This is an optimization exercise on Yosys and OpenROAD, whose aim is small area, not a production implementation. RTL that was checked went through simulation tests only; none was proved equivalent to the original. Power is estimated from default activity; no workload was simulated.

==> job 1937: inputs <==
==> flow/design.v (excerpt) <==
module PicosOmpSsManager #(
    parameter MAX_ACCS = 16,
    parameter MAX_ACC_CREATORS = 16,
    parameter MAX_ACC_TYPES = 16,
    parameter CMDIN_SUBQUEUE_LEN = 64,
    parameter CMDOUT_SUBQUEUE_LEN = 64,
    parameter SPAWNIN_QUEUE_LEN = 1024,
    parameter SPAWNOUT_QUEUE_LEN = 1024,
    parameter LOCK_SUPPORT = 0,
    parameter ENABLE_SPAWN_QUEUES = 0,
    parameter AXILITE_INTF = 0,
    parameter ENABLE_TASK_CREATION = 0,
    parameter DBG_AVAIL_COUNT_EN = 0,
    parameter DBG_AVAIL_COUNT_W = 1,
    parameter [MAX_ACC_TYPES*8-1:0]  SCHED_COUNT = 0,
    parameter [MAX_ACC_TYPES*8-1:0]  SCHED_ACCID = 0,
    parameter [MAX_ACC_TYPES*32-1:0] SCHED_TTYPE = 0,
    parameter MAX_ARGS_PER_TASK = 15,
    parameter MAX_DEPS_PER_TASK = 8,
    parameter MAX_COPS_PER_TASK = 15,
    localparam ACC_BITS = $clog2(MAX_ACCS)
) (
    input  clk,
    input  rstn,
    input  cmdout_in_tvalid,
    output cmdout_in_tready,
    input  [ACC_BITS-1:0] cmdout_in_tid,
    input  [63:0] cmdout_in_tdata,
    output cmdin_out_tvalid,
    input  cmdin_out_tready,
    output [ACC_BITS-1:0] cmdin_out_tdest,
    output [63:0] cmdin_out_tdata,
    output cmdin_out_tlast,
    output cmdin_queue_en,
    output [7:0] cmdin_queue_we,
    output [31:0] cmdin_queue_addr,
    output [63:0] cmdin_queue_din,
    input  [63:0] cmdin_queue_dout,
    output cmdout_queue_en,
    output [7:0] cmdout_queue_we,
    output [31:0] cmdout_queue_addr,
    output [63:0] cmdout_queue_din,
    input  [63:0] cmdout_queue_dout
);
Settings: LEC_CHECK=0, CAP_MARGIN=20, CORE_MARGIN=2, CORE_UTILIZATION=40, PLACE_DENSITY=0.6, SLEW_MARGIN=20; clock period 6.0 ns.
standard.sh (not shown) runs the stock make flow with config.mk's settings and CLKGATE_MAP_FILE= SYNTH_SCRIPT=/design/flow/synth_recipe.tcl, a recipe that flattens the netlist after the stock synthesis.
==> flow/flow/run.sh <==
#!/bin/bash
# Standard ORFS layout with three changes:
#  - port buffers use the smallest buffer cell (buf_1);
#  - one tie cell drives all constant outputs (no tie fan-out repair);
#  - clock tree from clkbuf_4 in small sink clusters, without dummy loads.
set -euo pipefail
export BUFFER_PORTS_ARGS="-buffer_cell sky130_fd_sc_hd__buf_1"
export SKIP_REPAIR_TIE_FANOUT=1
export CTS_ARGS="-sink_clustering_enable -repair_clock_nets -buf_list sky130_fd_sc_hd__clkbuf_4 -sink_clustering_size 10 -sink_clustering_max_diameter 50 -dont_use_dummy_load"
bash standard.sh "BUFFER_PORTS_ARGS=$BUFFER_PORTS_ARGS" SKIP_REPAIR_TIE_FANOUT=1 "CTS_ARGS=$CTS_ARGS" finish > standard.log 2>&1
==> job 1202 (differences from job 1937) <==
--- a/flow/design.v
+++ b/flow/design.v
@@ -201,15 +201,14 @@
     reg first_lap;  
     reg [MAX_ACCS-1:0] acc_avail;
     reg acc_avail_reg;
     reg [ACC_BITS-1:0] acc_id;
     reg nz_args;
     reg exec_task;   
     reg setup_cmd;   
-    reg [SUBQUEUE_BITS-1:0] first_idx;
     reg [SUBQUEUE_BITS-1:0] first_next_idx;
     reg [SUBQUEUE_BITS-1:0] cmd_in_idx;
     wire [SUBQUEUE_BITS-1:0] subqueue_idx_cur = ring[0][SUBQUEUE_BITS-1:0];
     wire front_sent_cur = ring[0][SUBQUEUE_BITS];  
     wire copy_optimized_cur = ring[0][SUBQUEUE_BITS+1];  
     wire [5:0] cmdin_task_num_slots = (cmdin_queue_dout[3:0] == EXEC_TASK_CODE ? 6'd3 : 6'd4) + {1'b0, cmdin_queue_dout[NUM_ARGS_OFFSET+3:NUM_ARGS_OFFSET], 1'b0};
     wire [SUBQUEUE_BITS-1:0] copy_opt_addr;
@@ -227,29 +226,29 @@
         .cmdin_queue_en(copy_opt_en),
         .cmdin_queue_we(copy_opt_we),
         .cmdin_queue_din(copy_opt_din),
         .cmdin_queue_dout(cmdin_queue_dout),
         .nz_args(nz_args),
         .start(copy_opt_start),
         .finished(copy_opt_finished),
-        .first_idx(first_idx),
+        .first_idx(subqueue_idx_cur),
         .first_next_idx(first_next_idx),
         .exec_task(exec_task)
     );
     assign outStream_TDEST = acc_id;
     assign outStream_TDATA = cmdin_queue_dout;
-    assign outStream_TLAST = setup_cmd ? (cmd_in_idx[0] == first_idx[0]) : (cmd_in_idx == first_next_idx);
+    assign outStream_TLAST = setup_cmd ? (cmd_in_idx[0] == subqueue_idx_cur[0]) : (cmd_in_idx == first_next_idx);
     assign outStream_TVALID = state == SEND_CMD;
     wire wait_opt = state == WAIT_COPY_OPT && !copy_opt_finished;
     always_comb begin
         cmdin_queue_addr = 32'd0;
         cmdin_queue_addr[3 + SUBQUEUE_BITS+ACC_BITS-1:3 + SUBQUEUE_BITS] = acc_id;
         cmdin_queue_addr[3 + SUBQUEUE_BITS-1:3] = cmd_in_idx;
         if (state == READ_NEXT_CMD) cmdin_queue_addr[3 + SUBQUEUE_BITS-1:3] = first_next_idx;
-        if (state == CLEAR_HEADER) cmdin_queue_addr[3 + SUBQUEUE_BITS-1:3] = first_idx;
+        if (state == CLEAR_HEADER) cmdin_queue_addr[3 + SUBQUEUE_BITS-1:3] = subqueue_idx_cur;
         if (wait_opt) cmdin_queue_addr[3 + SUBQUEUE_BITS-1:3] = copy_opt_addr;
         cmdin_queue_en = state == ISSUE_CMD_READ || state == READ_NEXT_CMD || state == CHECK_NEXT_CMD || state == CLEAR_HEADER
                       || (state == SEND_CMD && outStream_TREADY) || (state == WAIT_COPY_OPT && (copy_opt_finished || copy_opt_en));
         cmdin_queue_we = 8'd0;
         cmdin_queue_we[7] = (state == SEND_CMD && !outStream_TLAST) || state == CLEAR_HEADER;
         cmdin_queue_we[0] = wait_opt && copy_opt_we;
         cmdin_queue_din = {56'd0, copy_opt_din};
@@ -298,15 +297,14 @@
             ISSUE_CMD_READ: begin
                 state <= CHECK_CMD_QUEUE;
             end
             CHECK_CMD_QUEUE: begin
                 setup_cmd <= cmdin_queue_dout[3:0] == SETUP_HW_INST_CODE;
                 exec_task <= cmdin_queue_dout[3:0] == EXEC_TASK_CODE;
                 nz_args <= cmdin_queue_dout[NUM_ARGS_OFFSET+3:NUM_ARGS_OFFSET] != 0;
-                first_idx <= cmd_in_idx;
                 first_next_idx <= cmd_in_idx + cmdin_task_num_slots;
                 if (cmdin_queue_dout[ENTRY_VALID_OFFSET]) begin
                     state <= READ_NEXT_CMD;
                 end else begin
                     state <= IDLE;
                 end
             end
@@ -380,63 +378,79 @@
     input  [63:0] inStream_TDATA,
     input  inStream_TVALID,
     output inStream_TREADY,
     input  [ACC_BITS-1:0] inStream_TID,
     output reg [ACC_BITS-1:0] acc_id,
     output reg acc_avail_wr
 );
-    reg [2:0] st;
-    wire r_READ_HEADER = st == 3'b000;
-    wire r_READ_TID = st == 3'b001;
-    wire r_READ_PTID = st == 3'b011;
-    wire r_CMD_OUT_WAIT = st == 3'b010;
-    wire r_WRITE_TID = st == 3'b110;
-    wire r_WRITE_HEADER = st == 3'b100;
+    reg r_READ_HEADER;
+    reg r_READ_TID;
+    reg r_READ_PTID;
+    reg r_CMD_OUT_WAIT;
+    reg r_WRITE_TID;
+    reg r_WRITE_HEADER;
     reg [SUBQUEUE_BITS-2:0] wIdx_mem[MAX_ACCS];
     wire [SUBQUEUE_BITS-2:0] wIdx = wIdx_mem[acc_id];
     reg [62:0] task_id;  
     assign cmdout_queue_addr[31:3 + SUBQUEUE_BITS+ACC_BITS] = 0;
     assign cmdout_queue_addr[3 + SUBQUEUE_BITS+ACC_BITS-1:3 + SUBQUEUE_BITS] = acc_id;
     assign cmdout_queue_addr[3 + SUBQUEUE_BITS-1:4] = wIdx;
-    assign cmdout_queue_addr[3] = st[2] & st[1];  
+    assign cmdout_queue_addr[3] = r_WRITE_TID;
     assign cmdout_queue_addr[2:0] = 0;
-    assign cmdout_queue_en = st[1] | st[2];
-    assign cmdout_queue_we = {8{st[2]}};
-    assign cmdout_queue_din[63] = !st[1];
-    assign cmdout_queue_din[62:56] = st[1] ? task_id[62:56] : 7'd0;
+    assign cmdout_queue_en = r_READ_PTID | r_CMD_OUT_WAIT | r_WRITE_TID | r_WRITE_HEADER;
+    assign cmdout_queue_we = {8{r_WRITE_TID | r_WRITE_HEADER}};
+    assign cmdout_queue_din[63] = r_WRITE_HEADER;
+    assign cmdout_queue_din[62:56] = r_WRITE_HEADER ? 7'd0 : task_id[62:56];
     assign cmdout_queue_din[55:8] = task_id[55:8];
-    assign cmdout_queue_din[7:0] = st[1] ? task_id[7:0] : 8'h03;
-    assign inStream_TREADY = !st[2] & (st[0] | !st[1]);
+    assign cmdout_queue_din[7:0] = r_WRITE_HEADER ? 8'h03 : task_id[7:0];
+    assign inStream_TREADY = r_READ_HEADER | r_READ_TID | r_READ_PTID;
     wire [SUBQUEUE_BITS-2:0] wIdx_wdata = (wIdx + 1'b1) & {(SUBQUEUE_BITS-1){rstn}};
     always_ff @(posedge clk) begin
         for (int i = 0; i < MAX_ACCS; i = i+1) begin
             if (!rstn || (r_WRITE_HEADER && acc_id == i)) begin
                 wIdx_mem[i] <= wIdx_wdata;
             end
         end
     end
     always_ff @(posedge clk) begin
         acc_avail_wr <= r_READ_HEADER & inStream_TVALID;
         if (r_READ_HEADER) begin
             acc_id <= inStream_TID;
+            r_READ_TID <= inStream_TVALID;
+            r_READ_HEADER <= !inStream_TVALID;
         end
         if (r_READ_TID) begin
             task_id <= inStream_TDATA[62:0];
+            r_READ_PTID <= inStream_TVALID;
+            r_READ_TID <= !inStream_TVALID;
+        end
+        if (r_READ_PTID) begin
+            if (inStream_TVALID) begin
+                r_CMD_OUT_WAIT <= 1;
+                r_READ_PTID <= 0;
+            end
+        end
+        r_WRITE_TID <= 0;
+        if (r_CMD_OUT_WAIT) begin
+            if (!cmdout_queue_dout[ENTRY_VALID_OFFSET]) begin
+                r_WRITE_TID <= 1;
+                r_CMD_OUT_WAIT <= 0;
+            end
+        end
+        r_WRITE_HEADER <= r_WRITE_TID;
+        if (r_WRITE_HEADER) begin
+            r_READ_HEADER <= 1;
         end
-        case (st)
-            3'b000: if (inStream_TVALID) st <= 3'b001;
-            3'b001: if (inStream_TVALID) st <= 3'b011;
-            3'b011: if (inStream_TVALID) st <= 3'b010;
-            3'b010: if (!cmdout_queue_dout[ENTRY_VALID_OFFSET]) st <= 3'b110;
-            3'b110: st <= 3'b100;
-            3'b100: st <= 3'b000;
-            default: st <= 3'b000;
-        endcase
         if (!rstn) begin
-            st <= 3'b000;
+            r_READ_HEADER <= 1;
+            r_READ_TID <= 0;
+            r_READ_PTID <= 0;
+            r_CMD_OUT_WAIT <= 0;
+            r_WRITE_TID <= 0;
+            r_WRITE_HEADER <= 0;
         end
     end
 endmodule
 module PicosOmpSsManager #(
     parameter MAX_ACCS = 16,
     parameter MAX_ACC_CREATORS = 16,
     parameter MAX_ACC_TYPES = 16,
==> flow/flow/run.sh (replaced) <==
#!/bin/bash
# Standard ORFS layout with four changes:
#  - synthesis maps with an area-oriented abc script (flow/synth.tcl, flow/abc_area_nf.script);
#    everything else in it is synth_recipe.tcl, so the registers are the standard synthesis's;
#  - port buffers use the smallest buffer cell (buf_1);
#  - one tie cell drives all constant outputs (no tie fan-out repair);
#  - clock tree from clkbuf_4 in small sink clusters, without dummy loads.
set -euo pipefail
here=$(pwd)
export MY_ABC_SCRIPT="$here/flow/abc_area_nf.script"
export BUFFER_PORTS_ARGS="-buffer_cell sky130_fd_sc_hd__buf_1"
export SKIP_REPAIR_TIE_FANOUT=1
export CTS_ARGS="-sink_clustering_enable -repair_clock_nets -buf_list sky130_fd_sc_hd__clkbuf_4 -sink_clustering_size 9 -sink_clustering_max_diameter 50 -dont_use_dummy_load"
bash standard.sh "SYNTH_SCRIPT=$here/flow/synth.tcl" "BUFFER_PORTS_ARGS=$BUFFER_PORTS_ARGS" SKIP_REPAIR_TIE_FANOUT=1 "CTS_ARGS=$CTS_ARGS" finish > standard.log 2>&1
==> flow/flow/abc_area_nf.script (new file) <==
&get -n
&st
&fraig -x
&st
&dch -f
&nf -a -R 1000
&put
==> flow/flow/synth.tcl (new file) <==
# The standard flow's synthesis script (synth_recipe.tcl) with one change: abc maps with
# flow/abc_area_nf.script (area-oriented mapping, no buffering or upsizing).
proc synth {args} { yosys synth -nofsm -noshare {*}$args }
proc abc {args} {
  set i [lsearch $args -script]
  if { $i >= 0 } { lset args [expr {$i + 1}] $::env(MY_ABC_SCRIPT) }
  yosys abc {*}$args
}
source $::env(SCRIPTS_DIR)/synth.tcl
# left out here: clear keep_hierarchy, flatten, clean up, hide names made inside functions, write 1_2_yosys.v
==> job 4415 (differences from job 1937) <==
--- a/flow/design.v
+++ b/flow/design.v
@@ -201,15 +201,14 @@
     reg first_lap;  
     reg [MAX_ACCS-1:0] acc_avail;
     reg acc_avail_reg;
     reg [ACC_BITS-1:0] acc_id;
     reg nz_args;
     reg exec_task;   
     reg setup_cmd;   
-    reg [SUBQUEUE_BITS-1:0] first_idx;
     reg [SUBQUEUE_BITS-1:0] first_next_idx;
     reg [SUBQUEUE_BITS-1:0] cmd_in_idx;
     wire [SUBQUEUE_BITS-1:0] subqueue_idx_cur = ring[0][SUBQUEUE_BITS-1:0];
     wire front_sent_cur = ring[0][SUBQUEUE_BITS];  
     wire copy_optimized_cur = ring[0][SUBQUEUE_BITS+1];  
     wire [5:0] cmdin_task_num_slots = (cmdin_queue_dout[3:0] == EXEC_TASK_CODE ? 6'd3 : 6'd4) + {1'b0, cmdin_queue_dout[NUM_ARGS_OFFSET+3:NUM_ARGS_OFFSET], 1'b0};
     wire [SUBQUEUE_BITS-1:0] copy_opt_addr;
@@ -227,29 +226,29 @@
         .cmdin_queue_en(copy_opt_en),
         .cmdin_queue_we(copy_opt_we),
         .cmdin_queue_din(copy_opt_din),
         .cmdin_queue_dout(cmdin_queue_dout),
         .nz_args(nz_args),
         .start(copy_opt_start),
         .finished(copy_opt_finished),
-        .first_idx(first_idx),
+        .first_idx(subqueue_idx_cur),
         .first_next_idx(first_next_idx),
         .exec_task(exec_task)
     );
     assign outStream_TDEST = acc_id;
     assign outStream_TDATA = cmdin_queue_dout;
-    assign outStream_TLAST = setup_cmd ? (cmd_in_idx[0] == first_idx[0]) : (cmd_in_idx == first_next_idx);
+    assign outStream_TLAST = setup_cmd ? (cmd_in_idx[0] == subqueue_idx_cur[0]) : (cmd_in_idx == first_next_idx);
     assign outStream_TVALID = state == SEND_CMD;
     wire wait_opt = state == WAIT_COPY_OPT && !copy_opt_finished;
     always_comb begin
         cmdin_queue_addr = 32'd0;
         cmdin_queue_addr[3 + SUBQUEUE_BITS+ACC_BITS-1:3 + SUBQUEUE_BITS] = acc_id;
         cmdin_queue_addr[3 + SUBQUEUE_BITS-1:3] = cmd_in_idx;
         if (state == READ_NEXT_CMD) cmdin_queue_addr[3 + SUBQUEUE_BITS-1:3] = first_next_idx;
-        if (state == CLEAR_HEADER) cmdin_queue_addr[3 + SUBQUEUE_BITS-1:3] = first_idx;
+        if (state == CLEAR_HEADER) cmdin_queue_addr[3 + SUBQUEUE_BITS-1:3] = subqueue_idx_cur;
         if (wait_opt) cmdin_queue_addr[3 + SUBQUEUE_BITS-1:3] = copy_opt_addr;
         cmdin_queue_en = state == ISSUE_CMD_READ || state == READ_NEXT_CMD || state == CHECK_NEXT_CMD || state == CLEAR_HEADER
                       || (state == SEND_CMD && outStream_TREADY) || (state == WAIT_COPY_OPT && (copy_opt_finished || copy_opt_en));
         cmdin_queue_we = 8'd0;
         cmdin_queue_we[7] = (state == SEND_CMD && !outStream_TLAST) || state == CLEAR_HEADER;
         cmdin_queue_we[0] = wait_opt && copy_opt_we;
         cmdin_queue_din = {56'd0, copy_opt_din};
@@ -298,15 +297,14 @@
             ISSUE_CMD_READ: begin
                 state <= CHECK_CMD_QUEUE;
             end
             CHECK_CMD_QUEUE: begin
                 setup_cmd <= cmdin_queue_dout[3:0] == SETUP_HW_INST_CODE;
                 exec_task <= cmdin_queue_dout[3:0] == EXEC_TASK_CODE;
                 nz_args <= cmdin_queue_dout[NUM_ARGS_OFFSET+3:NUM_ARGS_OFFSET] != 0;
-                first_idx <= cmd_in_idx;
                 first_next_idx <= cmd_in_idx + cmdin_task_num_slots;
                 if (cmdin_queue_dout[ENTRY_VALID_OFFSET]) begin
                     state <= READ_NEXT_CMD;
                 end else begin
                     state <= IDLE;
                 end
             end
==> flow/flow/run.sh (replaced) <==
#!/bin/bash
# Standard ORFS layout with four changes:
#  - synthesis maps with an area-oriented abc script (flow/synth.tcl, flow/abc_area_nf.script);
#    everything else in it is synth_recipe.tcl, so the registers are the standard synthesis's;
#  - port buffers use the smallest buffer cell (buf_1);
#  - one tie cell drives all constant outputs (no tie fan-out repair);
#  - clock tree from clkbuf_4 in small sink clusters, without dummy loads.
set -euo pipefail
here=$(pwd)
export MY_ABC_SCRIPT="$here/flow/abc_area_nf.script"
export BUFFER_PORTS_ARGS="-buffer_cell sky130_fd_sc_hd__buf_1"
export SKIP_REPAIR_TIE_FANOUT=1
export CTS_ARGS="-sink_clustering_enable -repair_clock_nets -buf_list sky130_fd_sc_hd__clkbuf_4 -sink_clustering_size 10 -sink_clustering_max_diameter 50 -dont_use_dummy_load"
bash standard.sh "SYNTH_SCRIPT=$here/flow/synth.tcl" "BUFFER_PORTS_ARGS=$BUFFER_PORTS_ARGS" SKIP_REPAIR_TIE_FANOUT=1 "CTS_ARGS=$CTS_ARGS" finish > standard.log 2>&1
==> flow/flow/abc_area_nf.script (new file) <==
&get -n
&st
&dch -f
&nf -a
&st
&syn2
&dch -f
&nf -a
&st
&synch2
&nf -a
&put
==> flow/flow/synth.tcl (new file) <==
# The standard flow's synthesis script (synth_recipe.tcl) with one change: abc maps with
# flow/abc_area_nf.script (area-oriented mapping, no buffering or upsizing).
proc synth {args} { yosys synth -nofsm -noshare {*}$args }
proc abc {args} {
  set i [lsearch $args -script]
  if { $i >= 0 } { lset args [expr {$i + 1}] $::env(MY_ABC_SCRIPT) }
  yosys abc {*}$args
}
source $::env(SCRIPTS_DIR)/synth.tcl
# left out here: clear keep_hierarchy, flatten, clean up, hide names made inside functions, write 1_2_yosys.v
Settings changed: CORE_UTILIZATION 40 to 60, PLACE_DENSITY 0.6 to 0.75.
==> qor summary <==
| item | job 4415 | job 1937 | job 1202 |
|---|---|---|---|
| Run status | complete, no violations | complete, no violations | complete, no violations |
| Fmax | 0.215 GHz | 0.196 GHz | 0.204 GHz |
| Clock buffers created by TritonCTS | 48 | 50 | 54 |
| Final worst-path cycle share | 77.6% | 85.2% | 81.7% |
| Buffers & Inverters on Critical Path | 2 | 3 | 2 |
| Top Layer Used | met4 | met4 | met5 |
| FF-to-FF setup slack | 2.06 ns | 1.62 ns | 1.90 ns |
| Area of the die | 30,400 sq um | 46,800 sq um | 44,500 sq um |
| Total via count after detailed routing | 10,831 | 10,598 | 9,856 |
| Routed length on met1 | 16.5 mm | 16.3 mm | 15.7 mm |
| Critical R2R Launch | Command_Out_I.acc_id[1] | Command_Out_I.acc_id[0] | Command_Out_I.acc_id[0] |
| Combined area of the multi-input logic cells | 4340 sq um | 4650 sq um | 4150 sq um |
| Tapcells inserted | 384 | 592 | 539 |
| Std-Cell Core Area | 28,600 sq um | 44,400 sq um | 42,100 sq um |
| Skew-Pair Late Insertion Delay | 0.70 ns | 0.86 ns | 0.79 ns |
| Design internal power | 4.10 mW | 4.21 mW | 5.00 mW |
| Syn nets | 1,587 | 1,643 | 1,526 |
| Die Span X | 174 um | 216 um | 211 um |
| Cells after Synth | 1,354 | 1,410 | 1,293 |
| Non-clock inverter count in the final layout | 74 | 41 | 23 |
| Post-synthesis simple-gate area fraction | 8.84% | 7.99% | 9.31% |
| Final Wtd Congestion | 0.913 | 0.958 | 0.853 |
| Number of synthesized flops with an enable pin | 301 | 307 | 301 |
| Post-layout utilization of the core | 62.3% | 41.5% | 42.0% |
For job 1937 and job 1202, only the layout was checked, not whether the RTL still works.

static timing again, ports no longer ideal:
In the flow no input, the clock included, has a driving cell. The finished layouts below were timed again as built, in two steps.
Step 1, drivers: a clkbuf_16 drives clk and a buf_2 each remaining input, both assumed.
Step 2 adds t to the input delays and takes it off the output delays; t is the mean of the earliest and latest rising clock arrival at the registers after step 1. Input paths then give back, and output paths get back, about the clock's delay inside the block.
Three values: ideal ports, drivers, drivers and shift; two values: the first two.
run	t (ns)	slack for setup (ns)	slew at the worst register clock pin (ns)
job 1937	0.823	0.887 / 0.834 / 1.618	0.12 / 0.12
job 1202	0.797	1.100 / 1.046 / 1.844	0.11 / 0.11
job 4415	0.710	1.345 / 1.294 / 1.868	0.12 / 0.12
After both steps setup and hold are still met in every run listed.
